This is an optimization exercise on Yosys and OpenROAD, whose aim is small area and a short achievable clock period, not a production implementation. No functional check of the RTL was part of any run shown here. Power and IR drop assume default switching activity.

==> flow/design.v (outline; a module is shown in full before it is edited, if it fits) <==
// module abs_difference: 8 lines
// module SAD_4x8: 1128 lines
// module sad_fa: 4 lines
// module sad_ha: 4 lines
// module control: 28 lines
// module top_level: 161 lines
module top_level
#(parameter WIDTH = 8)
(
	input clk, rst, init, finish, ack,
	input [WIDTH-1:0]
		ori_0,
		ori_1,
		ori_2,
		ori_3,
		ori_4,
		ori_5,
		ori_6,
		ori_7,
		ori_8,
		ori_9,
		ori_10,
		ori_11,
		ori_12,
		ori_13,
		ori_14,
		ori_15,
		ori_16,
		ori_17,
		ori_18,
		ori_19,
		ori_20,
		ori_21,
		ori_22,
		ori_23,
		ori_24,
		ori_25,
		ori_26,
		ori_27,
		ori_28,
		ori_29,
		ori_30,
		ori_31,
		can_0,
		can_1,
		can_2,
		can_3,
		can_4,
		can_5,
		can_6,
		can_7,
		can_8,
		can_9,
		can_10,
		can_11,
		can_12,
		can_13,
		can_14,
		can_15,
		can_16,
		can_17,
		can_18,
		can_19,
		can_20,
		can_21,
		can_22,
		can_23,
		can_24,
		can_25,
		can_26,
		can_27,
		can_28,
		can_29,
		can_30,
		can_31,
	output done,
	output [WIDTH+4:0] out_sad
	);
  // ...
==> flow/flow/run.sh <==
#!/bin/bash
# The standard layout, except that the port buffers are buf_1 cells
# (buffer_ports otherwise picks the slow, large clkdlybuf4s50_1). repair_design
# and repair_timing still resize them as they do any buffer.
set -euo pipefail
export BUFFER_PORTS_ARGS="-buffer_cell sky130_fd_sc_hd__buf_1"
bash standard.sh finish > standard.log 2>&1
==> flow/standard.sh <==
#!/bin/bash
# synth_recipe.tcl (not shown) runs the flow's synth.tcl, then flattens the netlist and writes it again
# the make line also repeats each setting of config.mk as NAME=value (left out here)
make -C /OpenROAD-flow-scripts/flow DESIGN_CONFIG=/design/flow/config.mk WORK_HOME=/design/flow/orfs CLKGATE_MAP_FILE= SYNTH_SCRIPT=/design/flow/synth_recipe.tcl "${@:-finish}"
==> flow/config.mk <==
export PLATFORM = sky130hd
export DESIGN_NAME = top_level
export DESIGN_NICKNAME = top_level
export VERILOG_FILES = /design/flow/design.v
export SDC_FILE = /design/flow/constraint.sdc
export NUM_CORES = 4
export LEC_CHECK = 0
export ABC_AREA = 0
export CAP_MARGIN = 20
export CORE_MARGIN = 2
export CORE_UTILIZATION = 40
export SLEW_MARGIN = 20
export SYNTH_HIERARCHICAL = 1
export SYNTH_MINIMUM_KEEP_SIZE = 0
==> flow/constraint.sdc <==
create_clock -name core_clock -period 5.8 [get_ports {clk}]
set_input_delay 1.1600 -clock core_clock [delete_from_list [all_inputs] [get_ports {clk}]]
set_output_delay 1.1600 -clock core_clock [all_outputs]
set_load 0.01 [all_outputs]
==> results.cfg, run 1 <==
[sta]
timing.fmax_mhz = 259.2
fin_tns_setup_ps = 0

[clock_tree]
htree_num_levels = 1

[worst_setup_path]
crit_end = out_sad[12]
critPathMaxFanout = 2
crit_arrival_ps = 2700
cp-start-kind = flip-flop

[status]
status = complete, no violations

[synth]
synth-main-ff-cell = dfxtp_1
synth_xor_area_share_pct = 11.50
synthArstFlopShare_pct = 1.128

[cells_and_area]
area_growth_pct = 14.53
multi_input_area_share_pct = 65.17
final_common_cell = buf_1
regMostFlops = b_SAD_4x8.ra
multi_input_area_um2 = 20150
num-fill-cells = 6562
reg_top3 = b_SAD_4x8.ra (196), b_SAD_4x8.rb (45), b_SAD_4x8.t_a (7)

[power]
p_seq_share_pct = 21.1
leakage_nw = 13.82
p_clk_mw = 1.80

[floorplan]
ios = 531

[placement]
dpl-instance-area_um2 = 30000
io_buffers = 530
place_ws_ps = 2023

[detailed_routing]
drc_errors = 0
met1_length_um = 34360
==> run 2: changes to the inputs <==
--- a/flow/config.mk
+++ b/flow/config.mk
@@ -7,3 +7,3 @@
 export LEC_CHECK = 0
-export ABC_AREA = 0
+export ABC_AREA = 1
 export CAP_MARGIN = 20
==> results.cfg, run 2 <==
[sta]
worst_pin_slew_ps = 979.0
timing.fmax_mhz = 285.2
hold_slack_ps = 433.7
fin_crit_ps = 3506
maxSlewViolCount = 0
setup_viol = 0
slew_headroom_pct = 34.64
worst_clock_skew_ps = 36.05
fin_tns_setup_ps = 0
rsz0062_at_grt = false
setup_ws_ps = 2294
finalHoldViolCount = 0
post-route-period-util_pct = 60.45

[worst_setup_path]
crit_slowest_cell = fa_1
cp.required_ps = 4640
reg2reg_from = b_SAD_4x8.ra[126]
startpoint = b_SAD_4x8.t_c
critPathMaxFanout = 3
rr_worst_depth = 5
path_class = reg2out
cpPeakStageDelay_ps = 430
cp-end-kind = output pin
crit_arrival_ps = 2350
cp-start-kind = flip-flop
cp_cell_sequence = inv_1 -> fa_1 -> inv_1 -> fa_1 -> nand4_1 -> nand3_1 -> xor2_1 -> buf_1

[power]
power.density_nw_per_um2 = 518.6
fin_total_pwr_mw = 17.12
leakage_nw = 18.21
ir_worst_vdd_uv = 872.9

[job]
drv_cap = 0

[synth]
synth-adder-area-share_pct = 32.93
synth-main-ff-cell = dfxtp_1
syn_area_per_cell_um2 = 7.351
synthTopCellsByArea = fa_1 21%, dfxtp_1 18%, nand2_1 17%
synth_top_area_share_pct = 20.69
synth_top_family_by_area = adder cells
synth_cell_type_count = 28
synth_seq_cells = 266
yosys.area_share.simple_pct = 28.33
synthArstFlopShare_pct = 1.128
ys_top_cells_by_count = 1277 x nand2_1, 845 x inv_1, 298 x fa_1
synth_fp_nets = 5019
synth_xor_area_share_pct = 5.529
syn_area_um2 = 28830
yosysMostFrequentCell = nand2_1
synth_edf_count = 0
yosys_warnings = 9
synthMuxAreaShare_pct = 0
synth_compound_area_share_pct = 3.255
syn-instance-count = 3922
ys_seq_area_share_pct = 18.52
yosys.area.top_type = fa_1

[detailed_routing]
drc_errors = 0
drt_iter0_drc = 1015
dr.pass1.iters = 5
num_vias = 24290
vias_per_cell = 4.457
wirelength_um = 77030
post_drt_wl_per_cell_um = 14.13
drtAntennaViolNets = 0

[cells_and_area]
drive_above_1_share_pct = 5.067
final_common_cell = nand2_1
area_growth_pct = 14.53
diodes = 0
mostFrequentLayoutCells = 1277 x nand2_1, 845 x inv_1, 530 x buf_1
fin_cells = 5450
reg_top3 = b_SAD_4x8.ra (196), b_SAD_4x8.rb (45), b_SAD_4x8.t_a (7)
num-fill-cells = 7357
nets = 5576
largest_register_ff_count = 196
regMostFlops = b_SAD_4x8.ra

[clock_tree]
cts_buffers = 30
htree_num_levels = 1
cts_setup_buffers = 0
cts_sinks = 266
clockBufferDepth = 3
root_buffer = clkbuf_16
cts_tree = yes
clk_pin_slew_ps = 60
clock_latency_ps = 590
cts_resized = 0
cts_hold_buf = 0

[placement]
place_hpwl_um = 69110
dp.cells = 5397
place_congestion = 0.8878
io_buffers = 530
place_ws_ps = 2463

[floorplan]
rows = 98
coreArea_um2 = 71360
die_h_um = 272.5
dieArea_um2 = 74240
ios = 531
initial_utilization_pct = 40.40
die_w_um = 272.5

[status]
status = complete, no violations

[global_routing]
antenna_found_initial = 1
grt_start_max_net_pins = 29
grtUsageTotal_pct = 20.68
overflow = 0
grt_pass1_vias = 23860
grt_pass1_wl_um = 121600

[hold_path]
hp-class = in2async
==> run 2: changes by cell type in the layout (fill, tap and decap cells not counted), moves of 66 or more <==
cell | before | now
nand2_1 | 84 | 1277
inv_1 | 379 | 845
nand3_1 | 35 | 296
xnor2_1 | 214 | 43
o21ai_0 | 82 | 3
a21oi_1 | 162 | 89
nand3b_1 | 1 | 67
==> run 2: path summary, 6_finish.rpt <==
check	to	slack [ps]
worst max-delay path	out_sad[12]	2290
worst min-delay path	b_control.wait_st	430
worst max register to register	b_SAD_4x8.rb[27]	2730
worst min register to register	b_SAD_4x8.t_b[4]	470
max in group asynchronous	b_control.busy	5230
min in group core_clock	b_SAD_4x8.t_b[4]	470
==> run 2: cell families (layout without fill, tap and decap cells) <==
kind of cell               Yosys count  after routing
AOI/OAI and AO/OA                  127            127
buffers and inverters              876           1454
xor gates and xnor gates           182            182
and+or+nand+nor                   1891           1891
DFF                                266            266
adders and majority gates          580            580
==> run 2: power breakdown <==
group          leakage, nW  switching, mW  internal (mW)
clock network        0.505          0.799           1.16
logic                 15.5           6.40           5.12
registers             2.25          0.661           2.98
total                 18.2           7.86           9.26
==> run 2: layer usage <==
metal	vias to the layer above	global-route usage (%)	wire, µm	part of all wire [%]
met5	-	0	0	0
met4	0	2.848	913	1.2
li1	12920	-	-	-
met3	51	1.887	2630	3.4
met2	393	37.08	37910	49
met1	10930	27.55	35580	46
==> run 2: worst max-delay path: cells and delay by family, from the launching register on <==
family | cells | cell delay, ps
buffers and inverters | 3 | 430
xor gates and xnor gates | 1 | 140
and+or+nand+nor | 2 | 200
DFF | 1 | 330
adders and majority gates | 2 | 680
==> run 2: per-module statistics from Yosys, one instance, submodules excluded <==
| module | cells inside | cell area [µm²] | flops+latches |
|---|---|---|---|
| sad_fa | 1 | 20.02 | 0 |
| SAD_4x8 | 3626 | 23210 | 261 |
| sad_ha | 1 | 12.51 | 0 |
| top_level | 2 | 40.04 | 2 |
| control | 16 | 132.6 | 3 |
==> run 2: metrics by stage <==
step	util (%)	area, µm²
final	46.27	33020
after global routing	46.27	33020
after CTS	46.27	33020
after detailed placement	44.82	31980
after global placement	44.82	31980
after floorplan	-	28830
==> run 2: layout make-up <==
type | instances | area, µm² | share of cell area (%)
tap | 950 | 1189 | 3.600
clock buffer | 42 | 885.9 | 2.683
multi-input combinational | 2780 | 20200 | 61.16
timing repair buffer | 530 | 1989 | 6.025
clock inverter | 11 | 152.6 | 0.4623
sequential | 266 | 5340 | 16.17
inverter | 871 | 3269 | 9.901

-- re-timing with driven ports --
No port has a modelled driver above. Below, the same layouts with a new extraction and two added sets of constraints.
Step 1 sets driving cells, clkbuf_16 on the clock port and buf_2 on the other inputs (assumed; they add their load-dependent delay and slew).
Step 2 also shifts input and output timing later by t, the mid clock arrival at the registers, as if the neighbouring blocks saw the same clock.
Slacks: no drivers / after step 1 / after step 2; pairs: no drivers / after step 1.
run | t (ns) | setup slack, ns | worst hold slack (ns) | slew at the worst register clock pin (ns)
run 1 | 0.603 | 1.942 / 1.885 / 2.037 | 0.446 / 0.408 / 0.468 | 0.06 / 0.06
run 2 | 0.629 | 2.294 / 2.240 / 2.469 | 0.434 / 0.402 / 0.471 | 0.07 / 0.07
After both steps every run listed still meets setup and hold.
